Source: an optimization exercise on an open RTL-to-GDS flow (aim: small area, a short achievable clock period and few clock cycles per item). Production flows keep margins and buffers that such runs may drop. The RTL was checked by simulation tests, not by an equivalence proof against the original design. Power figures rest on the tool's default switching activity, not on a simulated workload.

--- design/flow/design.v ---
module multiplier
(
    input          clk_i,
    input          rst_i,
    input          en_pipe_i,
    input  [15:0]  A_i,
    input  [15:0]  B_i,
    input sigA_i,
    input sigB_i,
    output [32:0]  result_o
);
    wire [3:0] A3_s;
    wire [3:0] A2_s;
    wire [3:0] A1_s;
    wire [3:0] A0_s;
    wire [3:0] B3_s;
    wire [3:0] B2_s;
    wire [3:0] B1_s;
    wire [3:0] B0_s;
    wire [8:0] A3_ext_s;
    wire [8:0] A2_ext_s;
    wire [8:0] A1_ext_s;
    wire [8:0] A0_ext_s;
    wire [8:0] B3_ext_s;
    wire [8:0] B2_ext_s;
    wire [8:0] B1_ext_s;
    wire [8:0] B0_ext_s;
    wire [8:0] A0B0_s;
    wire [8:0] A0B1_s;
    wire [8:0] A0B2_s;
    wire [8:0] A0B3_s;
    wire [8:0] A1B0_s;
    wire [8:0] A1B1_s;
    wire [8:0] A1B2_s;
    wire [8:0] A1B3_s;
    wire [8:0] A2B0_s;
    wire [8:0] A2B1_s;
    wire [8:0] A2B2_s;
    wire [8:0] A2B3_s;
    wire [8:0] A3B0_s;
    wire [8:0] A3B1_s;
    wire [8:0] A3B2_s;
    wire [8:0] A3B3_s;
    wire [32:0] A0B0_ext_s;
    wire [32:0] A0B1_ext_s;
    wire [32:0] A0B2_ext_s;
    wire [32:0] A0B3_ext_s;
    wire [32:0] A1B0_ext_s;
    wire [32:0] A1B1_ext_s;
    wire [32:0] A1B2_ext_s;
    wire [32:0] A1B3_ext_s;
    wire [32:0] A2B0_ext_s;
    wire [32:0] A2B1_ext_s;
    wire [32:0] A2B2_ext_s;
    wire [32:0] A2B3_ext_s;
    wire [32:0] A3B0_ext_s;
    wire [32:0] A3B1_ext_s;
    wire [32:0] A3B2_ext_s;
    wire [32:0] A3B3_ext_s;
    wire [32:0] A0B0_sft_s;
    wire [32:0] A0B1_sft_s;
    wire [32:0] A0B2_sft_s;
    wire [32:0] A0B3_sft_s;
    wire [32:0] A1B0_sft_s;
    wire [32:0] A1B1_sft_s;
    wire [32:0] A1B2_sft_s;
    wire [32:0] A1B3_sft_s;
    wire [32:0] A2B0_sft_s;
    wire [32:0] A2B1_sft_s;
    wire [32:0] A2B2_sft_s;
    wire [32:0] A2B3_sft_s;
    wire [32:0] A3B0_sft_s;
    wire [32:0] A3B1_sft_s;
    wire [32:0] A3B2_sft_s;
    wire [32:0] A3B3_sft_s;
    assign A3_s = A_i[15:12];
    assign A2_s = A_i[11:8];
    assign A1_s = A_i[7:4];
    assign A0_s = A_i[3:0];
    assign B3_s = B_i[15:12];
    assign B2_s = B_i[11:8];
    assign B1_s = B_i[7:4];
    assign B0_s = B_i[3:0];
    assign A3_ext_s = (sigA_i) ? {{5{A3_s[3]}},A3_s} : {5'b00000, A3_s};
    assign A2_ext_s = {5'b00000, A2_s};
    assign A1_ext_s = {5'b00000, A1_s};
    assign A0_ext_s = {5'b00000, A0_s};
    assign B3_ext_s = (sigB_i) ? {{5{B3_s[3]}},B3_s} : {5'b00000, B3_s};
    assign B2_ext_s = {5'b00000, B2_s};
    assign B1_ext_s = {5'b00000, B1_s};
    assign B0_ext_s = {5'b00000, B0_s};
    assign A0B0_s = A0_ext_s*B0_ext_s;
    assign A0B1_s = A0_ext_s*B1_ext_s;
    assign A0B2_s = A0_ext_s*B2_ext_s;
    assign A0B3_s = A0_ext_s*B3_ext_s;
    assign A1B0_s = A1_ext_s*B0_ext_s;
    assign A1B1_s = A1_ext_s*B1_ext_s;
    assign A1B2_s = A1_ext_s*B2_ext_s;
    assign A1B3_s = A1_ext_s*B3_ext_s;
    assign A2B0_s = A2_ext_s*B0_ext_s;
    assign A2B1_s = A2_ext_s*B1_ext_s;
    assign A2B2_s = A2_ext_s*B2_ext_s;
    assign A2B3_s = A2_ext_s*B3_ext_s;
    assign A3B0_s = A3_ext_s*B0_ext_s;
    assign A3B1_s = A3_ext_s*B1_ext_s;
    assign A3B2_s = A3_ext_s*B2_ext_s;
    assign A3B3_s = A3_ext_s*B3_ext_s;
    reg [8:0] reg_pipe_AB_s [15:0];
    always@(posedge clk_i, posedge rst_i) begin
        if (rst_i) begin
            reg_pipe_AB_s[0] <= 9'b000000000;
            reg_pipe_AB_s[1] <= 9'b000000000;
            reg_pipe_AB_s[2] <= 9'b000000000;
            reg_pipe_AB_s[3] <= 9'b000000000;
            reg_pipe_AB_s[4] <= 9'b000000000;
            reg_pipe_AB_s[5] <= 9'b000000000;
            reg_pipe_AB_s[6] <= 9'b000000000;
            reg_pipe_AB_s[7] <= 9'b000000000;
            reg_pipe_AB_s[8] <= 9'b000000000;
            reg_pipe_AB_s[9] <= 9'b000000000;
            reg_pipe_AB_s[10] <= 9'b000000000;
            reg_pipe_AB_s[11] <= 9'b000000000;
            reg_pipe_AB_s[12] <= 9'b000000000;
            reg_pipe_AB_s[13] <= 9'b000000000;
            reg_pipe_AB_s[14] <= 9'b000000000;
            reg_pipe_AB_s[15] <= 9'b000000000;
        end
            else if(en_pipe_i) begin
                reg_pipe_AB_s[0] <= A0B0_s;
                reg_pipe_AB_s[1] <= A0B1_s;
                reg_pipe_AB_s[2] <= A0B2_s;
                reg_pipe_AB_s[3] <= A0B3_s;
                reg_pipe_AB_s[4] <= A1B0_s;
                reg_pipe_AB_s[5] <= A1B1_s;
                reg_pipe_AB_s[6] <= A1B2_s;
                reg_pipe_AB_s[7] <= A1B3_s;
                reg_pipe_AB_s[8] <= A2B0_s;
                reg_pipe_AB_s[9] <= A2B1_s;
                reg_pipe_AB_s[10] <= A2B2_s;
                reg_pipe_AB_s[11] <= A2B3_s;
                reg_pipe_AB_s[12] <= A3B0_s;
                reg_pipe_AB_s[13] <= A3B1_s;
                reg_pipe_AB_s[14] <= A3B2_s;
                reg_pipe_AB_s[15] <= A3B3_s;
            end
        end
    assign A0B0_ext_s = {{24{reg_pipe_AB_s[0][8]}}, reg_pipe_AB_s[0]};
    assign A0B1_ext_s = {{24{reg_pipe_AB_s[1][8]}}, reg_pipe_AB_s[1]};
    assign A0B2_ext_s = {{24{reg_pipe_AB_s[2][8]}}, reg_pipe_AB_s[2]};
    assign A0B3_ext_s = {{24{reg_pipe_AB_s[3][8]}}, reg_pipe_AB_s[3]};
    assign A1B0_ext_s = {{24{reg_pipe_AB_s[4][8]}}, reg_pipe_AB_s[4]};
    assign A1B1_ext_s = {{24{reg_pipe_AB_s[5][8]}}, reg_pipe_AB_s[5]};
    assign A1B2_ext_s = {{24{reg_pipe_AB_s[6][8]}}, reg_pipe_AB_s[6]};
    assign A1B3_ext_s = {{24{reg_pipe_AB_s[7][8]}}, reg_pipe_AB_s[7]};
    assign A2B0_ext_s = {{24{reg_pipe_AB_s[8][8]}}, reg_pipe_AB_s[8]};
    assign A2B1_ext_s = {{24{reg_pipe_AB_s[9][8]}}, reg_pipe_AB_s[9]};
    assign A2B2_ext_s = {{24{reg_pipe_AB_s[10][8]}}, reg_pipe_AB_s[10]};
    assign A2B3_ext_s = {{24{reg_pipe_AB_s[11][8]}}, reg_pipe_AB_s[11]};
    assign A3B0_ext_s = {{24{reg_pipe_AB_s[12][8]}}, reg_pipe_AB_s[12]};
    assign A3B1_ext_s = {{24{reg_pipe_AB_s[13][8]}}, reg_pipe_AB_s[13]};
    assign A3B2_ext_s = {{24{reg_pipe_AB_s[14][8]}}, reg_pipe_AB_s[14]};
    assign A3B3_ext_s = {{24{reg_pipe_AB_s[15][8]}}, reg_pipe_AB_s[15]};
    assign A0B0_sft_s = A0B0_ext_s;
    assign A0B1_sft_s = A0B1_ext_s<<4;
    assign A0B2_sft_s = A0B2_ext_s<<8;
    assign A0B3_sft_s = A0B3_ext_s<<12;
    assign A1B0_sft_s = A1B0_ext_s<<4;
    assign A1B1_sft_s = A1B1_ext_s<<8;
    assign A1B2_sft_s = A1B2_ext_s<<12;
    assign A1B3_sft_s = A1B3_ext_s<<16;
    assign A2B0_sft_s = A2B0_ext_s<<8;
    assign A2B1_sft_s = A2B1_ext_s<<12;
    assign A2B2_sft_s = A2B2_ext_s<<16;
    assign A2B3_sft_s = A2B3_ext_s<<20;
    assign A3B0_sft_s = A3B0_ext_s<<12;
    assign A3B1_sft_s = A3B1_ext_s<<16;
    assign A3B2_sft_s = A3B2_ext_s<<20;
    assign A3B3_sft_s = A3B3_ext_s<<24;
    assign result_o = {A0B0_sft_s[32:4] + A0B1_sft_s[32:4] + A0B2_sft_s[32:4] + A0B3_sft_s[32:4] +
                               A1B0_sft_s[32:4] + A1B1_sft_s[32:4] + A1B2_sft_s[32:4] + A1B3_sft_s[32:4] +
                               A2B0_sft_s[32:4] + A2B1_sft_s[32:4] + A2B2_sft_s[32:4] + A2B3_sft_s[32:4] +
                               A3B0_sft_s[32:4] + A3B1_sft_s[32:4] + A3B2_sft_s[32:4] + A3B3_sft_s[32:4], A0B0_sft_s[3:0]};
endmodule
module multiplier_DP ( 
    input wire        clk_i,
    input wire        rst_i,
    input wire        upper_i,
    input wire        signed_A_i,      
    input wire        signed_B_i,      
    input wire [31:0] op_A_i,
    input wire [31:0] op_B_i,
    input wire       init_i,           
    input wire       reg_B_en_i,       
    input wire       AC_en_i,          
    input wire       en_pipe_i,        
    input wire       rst_AC_i,         
    input wire       shift_amount_i,   
    output wire [31:0] result_o
);
    reg  [31:0] reg_A_s;               
    reg  [31:0] reg_B_s;               
    reg         reg_upper_s;           
    reg         reg_sigA_s;            
    reg  [1:0]  reg_sigB_s;            
    wire [31:0] mux_B_s;               
    wire [3:0]  mux_sigB_s;            
    wire [3:0] B0_s [3:0];            
    wire [3:0] B1_s [3:0];            
    reg  [32:0] pipe_S2_A0xB0_s;      
    reg  [32:0] pipe_S2_A1xB1_s;
    wire [63:0] A0_x_B0_64_s;         
    wire [63:0] A1_x_B1_64_s;         
    reg  [63:0] A0_x_B0_sft_s;         
    reg  [63:0] A1_x_B1_sft_s;         
    wire [47:0] partial_result_1_s;      
    wire [47:0] acumulated_result_s;
    wire rst_AC_s;
    reg  [47:0] pipe_S3_AC_s;                  
    reg  [15:0] pipe_S3_answr_low_s;
    wire [63:0] final_full_answer_s;
    assign mux_sigB_s = (init_i == 1'b1) ? {signed_B_i, 1'b0} : {reg_sigB_s[0], reg_sigB_s[1]};
    assign mux_B_s = (init_i == 1'b1) ? op_B_i : {reg_B_s[15:0], reg_B_s[31:16]};
    always @(posedge clk_i, posedge rst_i) begin
        if (rst_i) begin
            reg_A_s           <= 32'h00000000;
            reg_B_s           <= 32'h00000000;
            reg_upper_s       <= 1'b0;
            reg_sigA_s        <= 1'b0;
            reg_sigB_s        <= 2'b00;
        end
        else begin
            if (init_i) begin
                reg_A_s           <= op_A_i;
                reg_upper_s       <= upper_i;
                reg_sigA_s        <= signed_A_i;
            end
            if (reg_B_en_i) begin
                reg_B_s           <= mux_B_s;
                reg_sigB_s        <= mux_sigB_s; 
            end
        end
    end
    wire [32:0] temp_mult1, temp_mult2;
    multiplier mult1 (
        .clk_i     ( clk_i         ),
        .rst_i     ( rst_i         ),
        .A_i       ( reg_A_s[15:0] ),
        .B_i       ( reg_B_s[15:0] ),
        .en_pipe_i ( en_pipe_i     ),
        .sigA_i    ( 1'b0          ),
        .sigB_i    ( reg_sigB_s[0] ),
        .result_o  ( temp_mult1    )
    );
    multiplier mult2 (
        .clk_i     ( clk_i          ),
        .rst_i     ( rst_i          ),
        .A_i       ( reg_A_s[31:16] ),
        .B_i       ( reg_B_s[31:16] ),
        .en_pipe_i ( en_pipe_i      ),
        .sigA_i    ( reg_sigA_s     ),
        .sigB_i    ( reg_sigB_s[1]  ),
        .result_o  ( temp_mult2     )
    );
    always@(posedge clk_i, posedge rst_i) begin
        if (rst_i) begin
            pipe_S2_A0xB0_s   <= 33'h00000;
            pipe_S2_A1xB1_s   <= 33'h00000;
        end
        else if ( en_pipe_i ) begin
            pipe_S2_A0xB0_s   <= temp_mult1;
            pipe_S2_A1xB1_s   <= temp_mult2;
        end
    end
    assign A0_x_B0_64_s = {{31{pipe_S2_A0xB0_s[32]}}, pipe_S2_A0xB0_s};
    assign A1_x_B1_64_s = {{31{pipe_S2_A1xB1_s[32]}}, pipe_S2_A1xB1_s};
    always@* begin
        case (shift_amount_i)
            1'b1 : begin
                A0_x_B0_sft_s = A0_x_B0_64_s;
                A1_x_B1_sft_s = A1_x_B1_64_s << 32;
            end
            1'b0 : begin
                A0_x_B0_sft_s = A0_x_B0_64_s << 16;
                A1_x_B1_sft_s = A1_x_B1_64_s << 16;
            end
        endcase
    end
    assign partial_result_1_s = A0_x_B0_sft_s[63:16] + A1_x_B1_sft_s[63:16];
    assign acumulated_result_s = partial_result_1_s + pipe_S3_AC_s;
    reg pipe_S3_upper_s;
    assign rst_AC_s = rst_AC_i;
    always@(posedge clk_i, posedge rst_i) begin
        if (rst_i) begin
            pipe_S3_AC_s    <= 48'h000000000000;
            pipe_S3_upper_s <= 1'b0; 
        end
        else if (rst_AC_s) begin
            pipe_S3_AC_s    <= 48'h000000000000;
            pipe_S3_upper_s <= 1'b0; 
        end
        else if (AC_en_i) begin
            pipe_S3_AC_s    <= acumulated_result_s;
            pipe_S3_upper_s <= reg_upper_s;
        end
    end
    always@(posedge clk_i, posedge rst_i) begin
        if (rst_i) begin
            pipe_S3_answr_low_s <= 16'h0000; 
        end
        else if (rst_AC_s) begin
            pipe_S3_answr_low_s <= 16'h0000; 
        end
        else if (shift_amount_i) begin
            pipe_S3_answr_low_s <= A0_x_B0_sft_s[15:0];
        end
    end
    assign final_full_answer_s = {pipe_S3_AC_s, pipe_S3_answr_low_s};
    assign result_o = pipe_S3_upper_s ? final_full_answer_s[63:32] : final_full_answer_s[31:0];
endmodule
module multiplier_CP (
    input wire clk_i,
    input wire rst_i,
    input wire mult_en_i,              
    output reg       init_o,       
    output reg       reg_B_en_o,       
    output reg       AC_en_o,          
    output reg       en_pipe_o,        
    output reg       shift_amount_o,   
    output reg       rst_AC_o,
    output reg       stall_o       
);
    localparam INIT   = 3'b000;
    localparam MULT_1 = 3'b001;
    localparam MULT_2 = 3'b011;
    localparam WAIT   = 3'b010;
    localparam DONE   = 3'b110;
    reg [2:0] Current_State_s;
    reg [2:0] Next_State_s;
    always@* begin
        case(Current_State_s)
            INIT    : begin Next_State_s = (mult_en_i) ? MULT_1 : INIT; end
            MULT_1  : begin Next_State_s = MULT_2; end
            MULT_2  : begin Next_State_s = WAIT; end
            WAIT    : begin Next_State_s = DONE; end
            DONE    : begin Next_State_s = INIT; end
            default : begin Next_State_s = INIT; end
        endcase
    end
    always@(posedge clk_i, posedge rst_i) begin
        if (rst_i) begin
            Current_State_s <= INIT;
        end
        else begin
            Current_State_s <= Next_State_s;
        end
    end
    always@* begin
        case (Current_State_s)
            INIT : begin
                init_o         = 1'b1;
                reg_B_en_o     = 1'b1;
                en_pipe_o      = 1'b0;
                shift_amount_o = 1'b0;
                AC_en_o        = 1'b0;
                rst_AC_o       = 1'b0;
                stall_o        = 1'b0;
            end
            MULT_1 : begin
                init_o         = 1'b0;
                reg_B_en_o     = 1'b1;
                en_pipe_o      = 1'b1;
                shift_amount_o = 1'b0;
                AC_en_o        = 1'b0;
                rst_AC_o       = 1'b1;
                stall_o        = 1'b1;
            end
            MULT_2 : begin
                init_o         = 1'b0;
                reg_B_en_o     = 1'b1;
                en_pipe_o      = 1'b1;
                shift_amount_o = 1'b0;
                AC_en_o        = 1'b0;
                rst_AC_o       = 1'b0;
                stall_o        = 1'b1;
            end
            WAIT : begin
                init_o         = 1'b0;
                reg_B_en_o     = 1'b0;
                en_pipe_o      = 1'b1;
                shift_amount_o = 1'b1;
                AC_en_o        = 1'b1;
                rst_AC_o       = 1'b0;
                stall_o        = 1'b1;
            end
            DONE : begin
                init_o         = 1'b0;
                reg_B_en_o     = 1'b0;
                en_pipe_o      = 1'b1;
                shift_amount_o = 1'b0;
                AC_en_o        = 1'b1;
                rst_AC_o       = 1'b0;
                stall_o        = 1'b1;
            end
            default : begin
                init_o         = 1'b0;
                reg_B_en_o     = 1'b0;
                en_pipe_o      = 1'b0;
                shift_amount_o = 1'b0;
                AC_en_o        = 1'b0;
                rst_AC_o       = 1'b0;
                stall_o        = 1'b0;
            end
        endcase
    end
endmodule
module multiplier_top (
    input wire clk_i,
    input wire rst_i,
    input wire mult_en_i,
    input wire [31:0] op_A_i,
    input wire [31:0] op_B_i,
    input wire signed_A_i,
    input wire signed_B_i,
    input wire upper_i,
    output wire [31:0] result_o,
    output wire stall_o
);
    wire       init_s;
    wire       reg_B_en_s;
    wire       AC_en_s;
    wire       rst_AC_s;
    wire       rst_internal_s;
    wire       en_pipe_s;
    wire       mux_B_sel_s;
    wire       shift_amount_s;
    multiplier_CP MULT_CP_inst(
        .clk_i          ( clk_i          ),
        .rst_i          ( rst_i          ),
        .mult_en_i      ( mult_en_i      ),
        .init_o         ( init_s         ),
        .reg_B_en_o     ( reg_B_en_s     ),
        .AC_en_o        ( AC_en_s        ),
        .rst_AC_o       ( rst_AC_s       ),
        .en_pipe_o      ( en_pipe_s      ),
        .shift_amount_o ( shift_amount_s ),
        .stall_o        ( stall_o        )
    );
    multiplier_DP MULT_DP_inst ( 
        .clk_i          ( clk_i          ),
        .rst_i          ( rst_i          ),
        .signed_A_i     ( signed_A_i     ),
        .signed_B_i     ( signed_B_i     ),
        .upper_i        ( upper_i        ),
        .op_A_i         ( op_A_i         ),
        .op_B_i         ( op_B_i         ),
        .init_i         ( init_s         ),
        .reg_B_en_i     ( reg_B_en_s     ),
        .AC_en_i        ( AC_en_s        ),
        .rst_AC_i       ( rst_AC_s       ),
        .en_pipe_i      ( en_pipe_s      ),
        .shift_amount_i ( shift_amount_s ),
        .result_o       ( result_o       )
    );
endmodule
module divider
(
     input           clk_i
    ,input           rst_i
    ,input           div_on_i        
    ,input           signed_A_i      
    ,input           signed_B_i      
    ,input           upper_rem_i     
    ,input  [ 31:0]  operand_a_i
    ,input  [ 31:0]  operand_b_i  
    ,output          writeback_stall_o
    ,output [ 31:0]  writeback_value_o
    ,output          div_by_zero_o
);
reg          valid_q;
reg  [31:0]  wb_result_q;
reg          div_by_zero_q;
reg [31:0] dividend_q;
reg [62:0] divisor_q;
reg [31:0] quotient_q;
reg [31:0] q_mask_q;
reg        is_quotient_q;
reg        div_busy_q;
reg        invert_res_q;
reg        div_calc_clz_q; 
reg        div_prepare_q;  
reg [5:0]  saved_shift_amt_q;
reg [31:0] saved_op_b_abs_q;
wire div_start_w    =  div_on_i;
wire div_complete_w = (!(|q_mask_q) || !(|dividend_q))
                    & div_busy_q 
                    & !div_prepare_q 
                    & !div_calc_clz_q;
wire [31:0] op_a_abs_w;
wire [31:0] op_b_abs_w;
assign op_a_abs_w = (signed_A_i && operand_a_i[31])
                  ? -operand_a_i
                  : operand_a_i;
assign op_b_abs_w = (signed_B_i && operand_b_i[31])
                  ? -operand_b_i
                  : operand_b_i;
function [5:0] clz;
    input [31:0] data;
    integer i;
    begin
        clz = 32;
        for (i = 31; i >= 0; i = i - 1) begin
            if (data[i] && (clz == 32)) 
                clz = 31 - i;
        end
    end
endfunction
wire [5:0] lz_a_w;
wire [5:0] lz_b_w;
wire [5:0] diff_lz_w;
assign lz_a_w    = clz(dividend_q);       
assign lz_b_w    = clz(saved_op_b_abs_q); 
assign diff_lz_w = (lz_b_w > lz_a_w)
                 ? (lz_b_w - lz_a_w)
                 : 6'b0;
wire [32:0] sub_res_w = {1'b0, dividend_q} - {1'b0, divisor_q[31:0]};
wire divisor_high_is_zero = (divisor_q[62:32] == 31'b0);
wire can_subtract_w = divisor_high_is_zero && !sub_res_w[32];
always @(posedge clk_i or posedge rst_i)
if (rst_i)
begin
    div_busy_q        <= 1'b0;
    div_calc_clz_q    <= 1'b0; 
    div_prepare_q     <= 1'b0;
    dividend_q        <= 32'b0;
    divisor_q         <= 63'b0;
    invert_res_q      <= 1'b0;
    quotient_q        <= 32'b0;
    q_mask_q          <= 32'b0;
    is_quotient_q     <= 1'b0;
    div_by_zero_q     <= 1'b0;
    saved_shift_amt_q <= 6'b0;
    saved_op_b_abs_q  <= 32'b0;
end
else if (div_start_w && !div_busy_q && !div_prepare_q && !div_calc_clz_q)
begin
    is_quotient_q <= !upper_rem_i;
    invert_res_q <= (!upper_rem_i && signed_A_i && signed_B_i && (operand_a_i[31] != operand_b_i[31]) && |operand_b_i) || 
                    ( upper_rem_i && signed_A_i && operand_a_i[31]);
    if (op_b_abs_w == 32'b0)
    begin
        div_by_zero_q  <= 1'b1;
        dividend_q     <= operand_a_i; 
        quotient_q     <= 32'hFFFFFFFF;
        q_mask_q       <= 32'b0; 
        div_calc_clz_q <= 1'b0; 
        div_busy_q     <= 1'b1; 
    end
    else
    begin
        div_by_zero_q    <= 1'b0;
        dividend_q       <= op_a_abs_w;
        saved_op_b_abs_q <= op_b_abs_w;
        quotient_q       <= 32'b0;
        div_calc_clz_q   <= 1'b1; 
        div_busy_q       <= 1'b1; 
    end
end
else if (div_calc_clz_q) 
begin
    saved_shift_amt_q <= diff_lz_w;
    if (saved_op_b_abs_q > dividend_q)
    begin
        q_mask_q <= 32'b0;
    end
    div_calc_clz_q <= 1'b0;
    div_prepare_q  <= 1'b1;
end
else if (div_prepare_q)
begin
    if (q_mask_q != 32'b0 || (saved_op_b_abs_q <= dividend_q)) 
    begin
        q_mask_q      <= 32'h1 << saved_shift_amt_q;
        divisor_q     <= {31'b0, saved_op_b_abs_q} << saved_shift_amt_q;
        if (saved_op_b_abs_q > dividend_q) 
             q_mask_q <= 32'b0;
    end
    else
    begin
        divisor_q     <= {31'b0, saved_op_b_abs_q};
    end
    div_prepare_q <= 1'b0;
end
else if (div_complete_w)
begin
    div_busy_q <= 1'b0;
end
else if (div_busy_q)
begin
    if (can_subtract_w)
    begin
        dividend_q <= sub_res_w[31:0];
        quotient_q <= quotient_q | q_mask_q;
    end
    divisor_q <= {1'b0, divisor_q[62:1]};
    q_mask_q  <= {1'b0, q_mask_q[31:1]};
end
reg [31:0] div_result_r;
always @ *
begin
    div_result_r = 32'b0;
    if (div_by_zero_q)
    begin
        if (is_quotient_q)
            div_result_r = 32'hFFFFFFFF; 
        else
            div_result_r = dividend_q;   
    end
    else
    begin
        if (is_quotient_q)
            div_result_r = invert_res_q ? -quotient_q : quotient_q;
        else
            div_result_r = invert_res_q ? -dividend_q : dividend_q;
    end
end
always @(posedge clk_i or posedge rst_i)
if (rst_i)
    valid_q <= 1'b0;
else
    valid_q <= div_complete_w;
always @(posedge clk_i or posedge rst_i)
if (rst_i)
    wb_result_q <= 32'b0;
else if (div_complete_w)
    wb_result_q <= div_result_r;
assign writeback_stall_o = div_busy_q;
assign writeback_value_o = wb_result_q;
assign div_by_zero_o     = valid_q & div_by_zero_q;
endmodule
module decoder (
    input wire [6:0] opcode_i,
    input wire [2:0] funct3_i,
    input wire [6:0] funct7_i,
    output reg mult_on_o,
    output reg div_on_o,
    output reg signed_A_o,
    output reg signed_B_o,
    output reg upper_rem_o
);
    localparam opcode_M      = 7'b0110011;
    localparam funct7_M      = 7'b0000001;
    localparam funct3_MUL    = 3'b000;
    localparam funct3_MULH   = 3'b001;
    localparam funct3_MULHSU = 3'b010;
    localparam funct3_MULHU  = 3'b011;
    localparam funct3_DIV    = 3'b100;
    localparam funct3_DIVU   = 3'b101;
    localparam funct3_REM    = 3'b110;
    localparam funct3_REMU   = 3'b111;
    reg active_accelerator_s;
    always@* begin
        if (opcode_i == opcode_M && funct7_i == funct7_M) begin
            active_accelerator_s = 1'b1;
        end
        else begin
            active_accelerator_s = 1'b0;
        end
        if (active_accelerator_s == 1'b1 && funct3_i[2] == 1'b0) begin
            mult_on_o = 1'b1;
            div_on_o  = 1'b0;
        end
        else if (active_accelerator_s == 1'b1 && funct3_i[2] == 1'b1) begin
            mult_on_o = 1'b0;
            div_on_o  = 1'b1;
        end
        else begin
            mult_on_o = 1'b0;
            div_on_o  = 1'b0;
        end
        case (funct3_i)
            funct3_MUL : begin
                signed_A_o  = 1'b1;
                signed_B_o  = 1'b1;
                upper_rem_o = 1'b0;
            end
            funct3_MULH : begin
                signed_A_o  = 1'b1;
                signed_B_o  = 1'b1;
                upper_rem_o = 1'b1;
            end
            funct3_MULHU : begin
                signed_A_o  = 1'b0;
                signed_B_o  = 1'b0;
                upper_rem_o = 1'b1;
            end
            funct3_MULHSU : begin
                signed_A_o  = 1'b1;
                signed_B_o  = 1'b0;
                upper_rem_o = 1'b1;
            end
            funct3_DIV : begin
                signed_A_o  = 1'b1;
                signed_B_o  = 1'b1;
                upper_rem_o = 1'b0;
            end
            funct3_DIVU : begin
                signed_A_o  = 1'b0;
                signed_B_o  = 1'b0;
                upper_rem_o = 1'b0;
            end
            funct3_REM : begin
                signed_A_o  = 1'b1;
                signed_B_o  = 1'b1;
                upper_rem_o = 1'b1;
            end
            funct3_REMU : begin
                signed_A_o  = 1'b0;
                signed_B_o  = 1'b0;
                upper_rem_o = 1'b1;
            end
        endcase
    end
endmodule
module M_accelerator_wrapper (
    input  wire clk_i,
    input  wire rst_i,
    input  wire [6:0]  opcode_i,
    input  wire [2:0]  funct3_i,
    input  wire [6:0]  funct7_i,
    input  wire [31:0] op_A_i,
    input  wire [31:0] op_B_i,
    output wire  [31:0] result_o,
    output wire  stall_o,
    output wire  division_by_zero_o
);
    wire mult_on_s;
    wire div_on_s;
    wire signed_A_s;
    wire signed_B_s;
    wire upper_rem_s;
    wire [31:0] mult_result_s;
    wire        mult_stall_s;
    wire [31:0] div_result_s;
    wire        div_stall_s;
    wire mult_clk_s;
    wire div_clk_s;
    wire core_clk_s;
    reg mux_selector_s;
    wire stall_s;
    decoder DECODER_INST (
        .opcode_i    ( opcode_i    ),
        .funct3_i    ( funct3_i    ),
        .funct7_i    ( funct7_i    ),
        .mult_on_o   ( mult_on_s   ),
        .div_on_o    ( div_on_s    ),
        .signed_A_o  ( signed_A_s  ),
        .signed_B_o  ( signed_B_s  ),
        .upper_rem_o ( upper_rem_s )
    );
    multiplier_top MULTIPLIER_INST (
        .clk_i      ( clk_i    ),
        .rst_i      ( rst_i         ),
        .mult_en_i  ( mult_on_s     ),
        .op_A_i     ( op_A_i        ),
        .op_B_i     ( op_B_i        ),
        .signed_A_i ( signed_A_s    ),
        .signed_B_i ( signed_B_s    ),
        .upper_i    ( upper_rem_s   ),
        .result_o   ( mult_result_s ),
        .stall_o    ( mult_stall_s  )
    );
    divider DIVIDER_INST (
        .clk_i       ( clk_i   ),
        .rst_i       ( rst_i       ),
        .div_on_i    ( div_on_s    ),
        .signed_A_i  ( signed_A_s  ),
        .signed_B_i  ( signed_B_s  ),
        .upper_rem_i ( upper_rem_s ),
        .operand_a_i ( op_A_i      ),
        .operand_b_i ( op_B_i      ),
        .writeback_stall_o ( div_stall_s   ),
        .writeback_value_o ( div_result_s  ),
        .div_by_zero_o     ( division_by_zero_o )
    );
    always@(posedge clk_i, posedge rst_i) begin
        if (rst_i)
            mux_selector_s <= 1'b0;
        else if (!stall_s)
            mux_selector_s <= div_on_s;
    end
    assign result_o = (mux_selector_s==1'b1) ? div_result_s : mult_result_s;
    assign stall_s = div_stall_s || mult_stall_s;
    assign stall_o = stall_s;
endmodule
--- design/flow/run.sh ---
#!/bin/bash
# synth_recipe.tcl (not shown) runs the flow's synth.tcl, then flattens the netlist and writes it again
# the make line also repeats each setting of config.mk as NAME=value (left out here)
make -C /OpenROAD-flow-scripts/flow DESIGN_CONFIG=/design/flow/config.mk WORK_HOME=/design/flow/orfs CLKGATE_MAP_FILE= SYNTH_SCRIPT=/design/flow/synth_recipe.tcl finish
--- design/flow/config.mk ---
export PLATFORM = sky130hd
export DESIGN_NAME = M_accelerator_wrapper
export DESIGN_NICKNAME = M_accelerator_wrapper
export VERILOG_FILES = /design/flow/design.v
export SDC_FILE = /design/flow/constraint.sdc
export NUM_CORES = 4
export LEC_CHECK = 0
export CAP_MARGIN = 20
export CORE_MARGIN = 2
export CORE_UTILIZATION = 40
export SLEW_MARGIN = 20
--- design/flow/constraint.sdc ---
create_clock -name core_clock -period 10.0 [get_ports {clk_i}]
set_input_delay 2.0000 -clock core_clock [delete_from_list [all_inputs] [get_ports {clk_i}]]
set_output_delay 2.0000 -clock core_clock [all_outputs]
set_load 0.01 [all_outputs]
==> impl_metrics.py <==
metrics = {
    "floorplanning": {
        "rows": 149,
        "die_area_mm2": 0.170,
        "die_h_um": 412,
        "initial_core_util": 0.403,
        "boundaryPins": 117,
        "die_w_um": 412,
        "core_mm2": 0.165,
    },
    "yosys": {
        "synthCells": 7742,
        "netlist.area_leader.share": 0.265,
        "synthMuxAreaShare": 0.0387,
        "synth-compound-area-share": 0.151,
        "yosys_warnings": 7,
        "synth_area_leader_cell": "dfrtp_1",
        "synth_edf_count": 0,
        "avgSynthCellArea_um2": 8.61,
        "synth.area.top_cells": "dfrtp_1 (26%), fa_1 (14%), ha_1 (12%), nand2_1 (7.0%), inv_1 (4.4%)",
        "synth_top_family_by_area": "adder cells",
        "synth_flop_cell": "dfrtp_1",
        "synth_xor_area_frac": 0.0519,
        "async_flop_share": 1.00,
        "syn_nets": 8901,
        "synth_seq_cells": 706,
        "synth_simple_gate_area_frac": 0.171,
        "yosysSeqAreaShare": 0.265,
        "synthesis.area_mm2": 0.0667,
        "synth_cell_types": 96,
        "synthAdderAreaFrac": 0.254,
    },
    "global_route": {
        "antenna_found_initial": 9,
        "grt_usage": 0.262,
        "grt_pass1_vias": 55100,
        "overflow": 0,
        "grt_pass1_wl_mm": 342,
        "grt_start_max_net_pins": 218,
    },
    "setup_path": {
        "endpoint_kind": "flop",
        "worstPathRequired_ns": 10.64,
        "start_kind": "flop",
        "crit_arrival_ns": 8.31,
        "critical_path_class": "flop to flop",
        "crit_fanout": 34,
    },
    "finish": {
        "multi_input_area_mm2": 0.0446,
        "fillers": 16200,
        "syn_to_final_growth_pct": 9.92,
        "nets": 8813,
        "layout-drive-gt1-share": 0.0555,
        "register_area_mm2": 0.0177,
    },
    "place": {
        "gp_congestion": 0.966,
        "hpwl_mm": 168,
        "io_buffers": 116,
    },
    "timing": {
        "worst_slew_pin_slew_ns": 1.17,
        "final.setup.tns_ns": 0,
        "post-route-min-period_ns": 7.67,
        "fmaxAchievable_mhz": 130,
        "fin_crit_sh": 0.767,
        "relSlewSlack": 0.216,
        "setup_violations": 0,
        "slew_violations": 0,
        "finClkSkew_ns": 0.0461,
        "rsz0062_at_grt": "false",
        "finalHoldViolCount": 0,
    },
    "cts": {
        "worstSkewPairLatency_ns": 0.74,
        "cts_sinks": 706,
        "clockBufferDepth": 3,
        "post_cts_buffers": 0,
        "ctsHoldBuffers": 0,
        "cts_made_buffers": 90,
        "htree_levels": 3,
        "clkSlewWorstSetupHoldPaths_ns": 0.06,
        "cts.repair.resized": 0,
        "clockRootBuffer": "clkbuf_16",
        "cts_tree": "done",
    },
    "pwr": {
        "powerDensity_mw_per_mm2": 360,
        "total_power_uw": 26400,
        "ir_worst_vdd_uv": 673,
        "power_leakage_uw": 0.0358,
    },
    "drt": {
        "num_vias": 55900,
        "viasPerCell": 5.63,
        "routed_wl_mm": 222,
        "routedWlPerCell_um": 22.4,
        "drt-initial-drc-count": 5233,
        "drc": 0,
        "postRouteAntennaNets": 0,
        "firstDrtPassIters": 7,
    },
    "run_status": {
        "outcome": "timing/DRC/antenna clean",
    },
    "job": {
        "drv_cap": 0,
    },
    "min_path": {
        "hold_path_class": "flop to flop",
    },
}
[worst paths after layout]
| path | startpoint | to | slack (ns) | cells after the start |
|---|---|---|---|---|
| setup / recovery | MULTIPLIER_INST.MULT_CP_inst.Current_State_s[1] | MULTIPLIER_INST.MULT_DP_inst.pipe_S3_AC_s[46] | 2.33 | 22 |
| hold / removal | flop | MULTIPLIER_INST.MULT_DP_inst.pipe_S2_A1xB1_s[1] | 0.46 | 2 |
| setup reg to reg | MULTIPLIER_INST.MULT_CP_inst.Current_State_s[1] | MULTIPLIER_INST.MULT_DP_inst.pipe_S3_AC_s[46] | 2.33 | 22 |
| hold reg to reg | flop | MULTIPLIER_INST.MULT_DP_inst.pipe_S2_A1xB1_s[1] | 0.46 | 2 |
| max in group asynchronous | rst_i | DIVIDER_INST.divisor_q[45] | 6.18 | 4 |
| min in group asynchronous | rst_i | MULTIPLIER_INST.MULT_DP_inst.pipe_S2_A0xB0_s[20] | 1.71 | 2 |
[report_power, final]
group	leakage, µW	internal [µW]	total (µW)	switching (µW)
logic	0.0252	7380	17900	10500
registers	0.00904	3660	4890	1230
clock network	0.00157	2170	3630	1460
[cell usage after synthesis (all sizes together), types with 144 or more instances]
library cell,instances
inv,785
dfrtp,706
xor2,144
and2,269
ha,614
clkbuf,369
o21ai,489
xnor2,251
fa,462
nand2,1248
a21oi,451
nor2,461
[per-layer routing]
layer  routed length [µm]  share of wire  track usage  vias to the layer above
met4                 7990          0.036       0.0905                        0
met1               101000           0.45        0.377                    27800
met2                97100           0.44        0.402                     1918
li1                     -              -            -                    25900
met3                16400          0.074       0.0393                      321
met5                    0              0            0                        -
[worst max-delay path, stage by stage, from the launching register on]
cell	delay, ns
dfrtp_1	0.50
nor2b_2	0.21
buf_4	0.23
nand2b_2	0.67
buf_4	0.51
buf_4	0.21
nand2_1	0.07
fa_1	0.50
inv_1	0.04
ha_1	0.24
or3_1	0.35
a211oi_1	0.20
a21boi_0	0.40
nor3_1	0.13
o21ai_0	0.45
a211o_1	0.22
a31oi_1	0.24
a2111oi_0	0.75
nor3_1	0.12
a2111oi_0	0.73
a31oi_1	0.22
or4_1	0.45
o2111ai_1	0.11
[kinds of logic after synthesis]
logic type,Yosys count
simple gates,2528
compound gates,1613
buf+inv,1198
fa+ha+maj,1076
flops,706
xor+xnor,395
mux,226
[layout by cell type (no fill, tap or decap), drive strengths merged, types with 20 or more instances in the layout]
cell	instances
nand2	1248
inv	786
dfrtp	706
ha	614
o21ai	489
fa	462
nor2	461
a21oi	451
and2	269
xnor2	251
xor2	144
clkbuf	127
mux2i	124
clkdlybuf4s50	116
buf	116
a21o	112
nand3	100
nor3	93
mux2	85
nand4	73
and3	73
o21bai	59
or3	46
a31oi	43
o31ai	42
o21a	40
nor4	40
o22ai	39
nand2b	37
a211oi	34
nor2b	31
a22o	30
o211ai	28
a211o	24
a22oi	23
or4	22
a32oi	20
a221oi	20
[registers in the layout, indices dropped and copies added (netlist names), 3 cells and up]
register                                          cells
DIVIDER_INST.dividend_q                              32
DIVIDER_INST.divisor_q                               63
DIVIDER_INST.q_mask_q                                32
DIVIDER_INST.quotient_q                              32
DIVIDER_INST.saved_op_b_abs_q                        32
DIVIDER_INST.saved_shift_amt_q                        6
DIVIDER_INST.wb_result_q                             32
MULTIPLIER_INST.MULT_CP_inst.Current_State_s          3
MULTIPLIER_INST.MULT_DP_inst.mult1.reg_pipe_AB_s    132
MULTIPLIER_INST.MULT_DP_inst.mult2.reg_pipe_AB_s    135
MULTIPLIER_INST.MULT_DP_inst.pipe_S2_A0xB0_s         33
MULTIPLIER_INST.MULT_DP_inst.pipe_S2_A1xB1_s         33
MULTIPLIER_INST.MULT_DP_inst.pipe_S3_AC_s            48
MULTIPLIER_INST.MULT_DP_inst.pipe_S3_answr_low_s     16
MULTIPLIER_INST.MULT_DP_inst.reg_A_s                 32
MULTIPLIER_INST.MULT_DP_inst.reg_B_s                 32
[area by class of cell]
cell class / instances / share of cell area
Antenna cell: 4 / 0.000137
Timing Repair Buffer: 232 / 0.0287
Clock buffer: 127 / 0.0357
Clock inverter: 38 / 0.00870
Tap cell: 2189 / 0.0374
Sequential cell: 706 / 0.241
Multi-Input combinational cell: 5838 / 0.608
Inverter: 786 / 0.0403
[through the flow]
stage               hold WS [ns]  instance area (µm²)  utilization  worst slack, ns  cells
floorplan                  0.439                66700            -            -1.67   7742
global placement           0.451                70000        0.423             2.26   9750
detailed placement         0.456                70000        0.423             2.17   9750
CTS                        0.465                73300        0.443             2.49   9915
global route               0.480                73300        0.443             1.78   9918
finish                     0.463                73300        0.443             2.33   9920
Testbench counts, summed over its fixed seeds: cycles 22,421, ops 3,200.

-- separate check: timing with driven ports --
No port has a modelled driver above. Below, the same layout with a new extraction and two added sets of constraints. Step 1 (the two cells are an assumption about what drives the block):
set clk [get_ports {clk_i}]
set_driving_cell -lib_cell sky130_fd_sc_hd__clkbuf_16 $clk
set_driving_cell -lib_cell sky130_fd_sc_hd__buf_2 [delete_from_list [all_inputs] $clk]
Step 2 moves the port delays by t, midway between the first and last clock arrival at a register: inputs arrive t later, outputs are due t later. That takes back most of the time a late clock gives input paths. Slacks: ideal ports / drivers / drivers and shift; pairs: ideal ports / drivers.
t, ns: 0.794
slack for setup (ns): 2.331 / 2.331 / 2.107
hold slack, ns: 0.463 / 0.463 / 0.463
worst setup path at the end: input to register
worst slew at a driven data input, ns: 0.07
After both steps setup and hold are still met in this run. The setup slack of this run moves by 0.000 ns with the drivers and by -0.224 ns with both steps.
